Source: an optimization exercise on an open RTL-to-GDS flow (aim: small area). Production flows keep margins and buffers that such runs may drop.
At most, simulation tests tie the RTL to the original design; equivalence was not proved.
No driver is modelled on the clock port, so clocking that relies on it looks cheaper here than on a real chip.
Power and IR drop assume default switching activity.

10-13:
==> flow/design.v <==
module ts_speed(
    clk,
    rst,
    ts_din,
    ts_din_en,
    rate_dout,
    rate_dout_en,
    rate_con_start,
    rate_con_end
);
    input         clk;
    input         rst;
    input  [31:0] ts_din;
    input         ts_din_en;
    input         rate_con_start;
    input         rate_con_end;
    output [7:0]  rate_dout;
    output        rate_dout_en;
    localparam IDLE = 2'd0, RATE_START = 2'd1, RATE_REC = 2'd2, RATE_SEND = 2'd3;
    localparam [10:0] CNT_START = {9'd200, 2'd1};    
    wire rec_end  = ~cnt[10] & ~cnt[9] & cnt[6] & cnt[5] & cnt[4] & cnt[2] & cnt[1];
    wire send_end = cnt[7] & cnt[5] & cnt[4] & cnt[3] & cnt[2] & cnt[0];
    reg  [1:0]  st;
    reg         en_r;
    reg  [10:0] cnt;
    reg         oen;         
    reg  [6:0]  lo [1:15];
    reg  [3:0]  slot0, slot1, slot2, slot3;
    wire in_start = (st == RATE_START);
    wire in_rec   = (st == RATE_REC);
    wire clr      = in_start;
    always @(posedge clk) begin
        en_r <= ts_din_en;
        if (rst)
            st <= IDLE;
        else case (st)
            IDLE:       st <= rate_con_start ? RATE_START : IDLE;
            RATE_START: st <= rate_con_end ? IDLE : RATE_REC;
            RATE_REC:   st <= rate_con_end ? IDLE : rec_end ? RATE_SEND : RATE_REC;
            default:    st <= rate_con_end ? IDLE : send_end ? RATE_START : RATE_SEND;
        endcase
        oen <= ~rst & (st == RATE_SEND);
        if (in_start)
            cnt <= CNT_START;
        else begin
            cnt[1:0]  <= cnt[1] ? 2'd0 : cnt[1:0] + 2'd1;
            cnt[10:2] <= cnt[10:2] + cnt[1];
        end
    end
    wire [3:0] sel = oen ? cnt[5:2] : ts_din[3:0];
    reg  [6:0] rd;
    integer i;
    always @(*) begin
        rd = 7'd0;
        for (i = 1; i < 16; i = i + 1)
            if (sel == i) rd = lo[i];
    end
    wire hit  = in_rec & ts_din_en & ~en_r & (ts_din[31:4] == 28'd0);
    wire wrap = hit & (&rd);
    wire [6:0] wbus = clr ? 7'd0 : rd + 7'd1;
    genvar k;
    generate
        for (k = 1; k < 16; k = k + 1) begin : g_lo
            always @(posedge clk)
                if (clr | (hit & (sel == k)))
                    lo[k] <= wbus;
        end
    endgenerate
    always @(posedge clk) begin
        if (clr | wrap) begin
            slot0 <= clr ? 4'd0 : ts_din[3:0];
            slot1 <= clr ? 4'd0 : slot0;
            slot2 <= clr ? 4'd0 : slot1;
            slot3 <= clr ? 4'd0 : slot2;
        end
    end
    wire [3:0] ch = cnt[5:2];    
    wire [2:0] p = (slot0 == ch) + (slot1 == ch) + (slot2 == ch) + (slot3 == ch);
    wire [9:0] cval = {p, rd};
    wire [5:0] up     = cnt[7:2];
    wire [1:0] ph     = cnt[1:0];
    wire       is_cnt = up[5] & (up[3:0] != 4'd0);
    wire       lo_b   = oen & is_cnt & ph[1];       
    wire       mid_b  = oen & is_cnt & ph[0];       
    wire       h30    = oen & ~up[5] & ~up[0];      
    wire       h31    = oen & ~up[5] &  up[0];      
    wire       h32    = oen &  up[5] & (up[3:0] == 4'd0);   
    assign rate_dout[7:3] = {5{lo_b}} & cval[7:3];
    assign rate_dout[2]   = (lo_b & cval[2]) | h30;
    assign rate_dout[1]   = (lo_b & cval[1]) | (mid_b & cval[9]);
    assign rate_dout[0]   = (lo_b & cval[0]) | (mid_b & cval[8]) | (h30 & ph[1]) |
                            (h31 & ph[0]) | (h32 & ~ph[0]);
    assign rate_dout_en = oen;
endmodule
==> flow/config.mk <==
export PLATFORM = sky130hd
export DESIGN_NAME = ts_speed
export DESIGN_NICKNAME = ts_speed
export VERILOG_FILES = /design/flow/design.v
export SDC_FILE = /design/flow/constraint.sdc
export NUM_CORES = 4
export LEC_CHECK = 0
export ABC_AREA = 1
export CAP_MARGIN = 20
export CORE_MARGIN = 2
export CORE_UTILIZATION = 60
export CTS_BUF_LIST = sky130_fd_sc_hd__clkbuf_8
export CTS_CLUSTER_DIAMETER = 100
export CTS_CLUSTER_SIZE = 50
export GPL_TIMING_DRIVEN = 0
export SLEW_MARGIN = 20
==> flow/constraint.sdc <==
create_clock -name core_clock -period 5.0 [get_ports {clk}]
set_input_delay 1.0000 -clock core_clock [delete_from_list [all_inputs] [get_ports {clk}]]
set_output_delay 1.0000 -clock core_clock [all_outputs]
set_load 0.01 [all_outputs]
standard.sh (not shown) runs the stock make flow with config.mk's settings and CLKGATE_MAP_FILE= SYNTH_SCRIPT=/design/flow/synth_recipe.tcl, a recipe that flattens the netlist after the stock synthesis.
==> flow/flow/run.sh <==
#!/bin/bash
# Layout flow: the standard ORFS flow (standard.sh with synth_recipe.tcl)
# with these changes to how the layout is built:
#  - synthesis maps the logic with an area-oriented ABC script
#    (flow/abc_area.script, used through ABC_AREA=1 from a copy of ORFS's
#    scripts folder that differs only in that file); flip-flop mapping,
#    flattening and naming are the standard synthesis's;
#  - port buffers use sky130_fd_sc_hd__buf_1;
#  - clock tree synthesis inserts no dummy loads, and afterwards each leaf
#    clock buffer is shrunk to the smallest size that keeps every flip-flop clock
#    pin's slew under 110 ps (flow/post_cts.tcl).
# The make output goes to standard.log; each ORFS step keeps its own log
# under orfs/logs/.
set -euo pipefail
rm -rf myscripts
cp -r "$FLOW_HOME/scripts" myscripts
chmod -R u+w myscripts
cp -f flow/abc_area.script myscripts/abc_area.script
bash standard.sh \
  "SCRIPTS_DIR=$PWD/myscripts" \
  "POST_CTS_TCL=$PWD/flow/post_cts.tcl" \
  "BUFFER_PORTS_ARGS=-buffer_cell sky130_fd_sc_hd__buf_1" \
  "CTS_ARGS=-sink_clustering_enable -repair_clock_nets -sink_clustering_size 50 -sink_clustering_max_diameter 100 -buf_list sky130_fd_sc_hd__clkbuf_8 -dont_use_dummy_load" \
  finish > standard.log 2>&1
Other scripts of this flow, unchanged in this note and not shown: flow/flow/abc_area.script, flow/flow/post_cts.tcl
[inputs] 12-26 vs 10-13
--- a/flow/design.v
+++ b/flow/design.v
@@ -25,7 +25,8 @@
     reg  [10:0] cnt;
     reg         oen;         
     reg  [6:0]  lo [1:15];
-    reg  [3:0]  slot0, slot1, slot2, slot3;
+    reg  [3:0]  slot0, slot1, slot2;
+    reg         f4;          
     wire in_start = (st == RATE_START);
     wire in_rec   = (st == RATE_REC);
     wire clr      = in_start;
@@ -56,8 +57,10 @@
             if (sel == i) rd = lo[i];
     end
     wire hit  = in_rec & ts_din_en & ~en_r & (ts_din[31:4] == 28'd0);
-    wire wrap = hit & (&rd);
-    wire [6:0] wbus = clr ? 7'd0 : rd + 7'd1;
+    wire wrap  = hit & (&rd);
+    wire full  = (slot2 != 4'd0);
+    wire [6:0] inc  = rd + 7'd1;
+    wire [6:0] wbus = clr ? 7'd0 : {inc[6] | (wrap & full), inc[5:0]};
     genvar k;
     generate
         for (k = 1; k < 16; k = k + 1) begin : g_lo
@@ -67,16 +70,22 @@
         end
     endgenerate
     always @(posedge clk) begin
-        if (clr | wrap) begin
+        if (clr | (wrap & ~full)) begin
             slot0 <= clr ? 4'd0 : ts_din[3:0];
             slot1 <= clr ? 4'd0 : slot0;
             slot2 <= clr ? 4'd0 : slot1;
-            slot3 <= clr ? 4'd0 : slot2;
         end
+        if (clr | (wrap & full))
+            f4 <= ~clr;
     end
     wire [3:0] ch = cnt[5:2];    
-    wire [2:0] p = (slot0 == ch) + (slot1 == ch) + (slot2 == ch) + (slot3 == ch);
-    wire [9:0] cval = {p, rd};
+    wire [1:0] p3 = (slot0 == ch) + (slot1 == ch) + (slot2 == ch);
+    wire       m4 = f4 & rd[6];
+    wire [2:0] p  = p3 + m4;
+    reg  [2:0] p_r;
+    always @(posedge clk)
+        p_r <= p;
+    wire [9:0] cval = {p_r, rd[6] & ~f4, rd[5:0]};
     wire [5:0] up     = cnt[7:2];
     wire [1:0] ph     = cnt[1:0];
     wire       is_cnt = up[5] & (up[3:0] != 4'd0);
### Flow results
Between 10-13 and 12-26, part of the cycle the worst path needs is lower for 12-26, 10-13 comes in above that. Final core utilization | 12-26 above 10-13. Run comparison: 12-26 cell with the biggest individual delay on the critical path dfxtp_2; 10-13 cell with the biggest individual delay on the critical path a222oi_1. For the worst hold slack, 12-26 came in 0.018 ns higher than 10-13 did. On die area, 10-13 and 12-26 are basically level. [compare] base=10-13 new=12-26: synthesized cell count decreased by 12 relative to the old numbers; overall global routing resource usage decreased by 1.6 points relative to the old numbers; combinational power increased by 7.9% relative to the old numbers. As of 12-26, placed wire-length estimate after detailed placement had fallen by a few percent compared to 10-13. Compared to 10-13, 12-26 has overall power after layout 2.0% higher. 12-26 does better than 10-13 on maximum frequency from static timing analysis.
Only the layout flow was run in 12-26; the RTL was not checked for function there.

-- what the ideal ports hide --
In the flow no input, the clock included, has a driving cell. The finished layouts below were timed again as built, in two steps. Step 1 assumes that a clkbuf_16 drives the clock port and a buf_2 every other input. Step 2 also shifts input and output timing later by t, the mid clock arrival at the registers, as if the neighbouring blocks saw the same clock. Three values: no drivers, after step 1, after step 2; two values: the first two.
run | shift t [ns] | setup slack, ns | latest minus earliest clock arrival (ns)
10-13 | 0.420 | 0.232 / 0.208 / -0.020 | 0.044 / 0.044
12-26 | 0.415 | 0.261 / 0.235 / -0.068 | 0.052 / 0.052
With both steps, setup timing fails in 10-13 and 12-26, where it was met with ideal ports. For 12-26, which loses most, drivers alone change the setup slack by -0.026 ns; drivers and shift together by -0.329 ns.
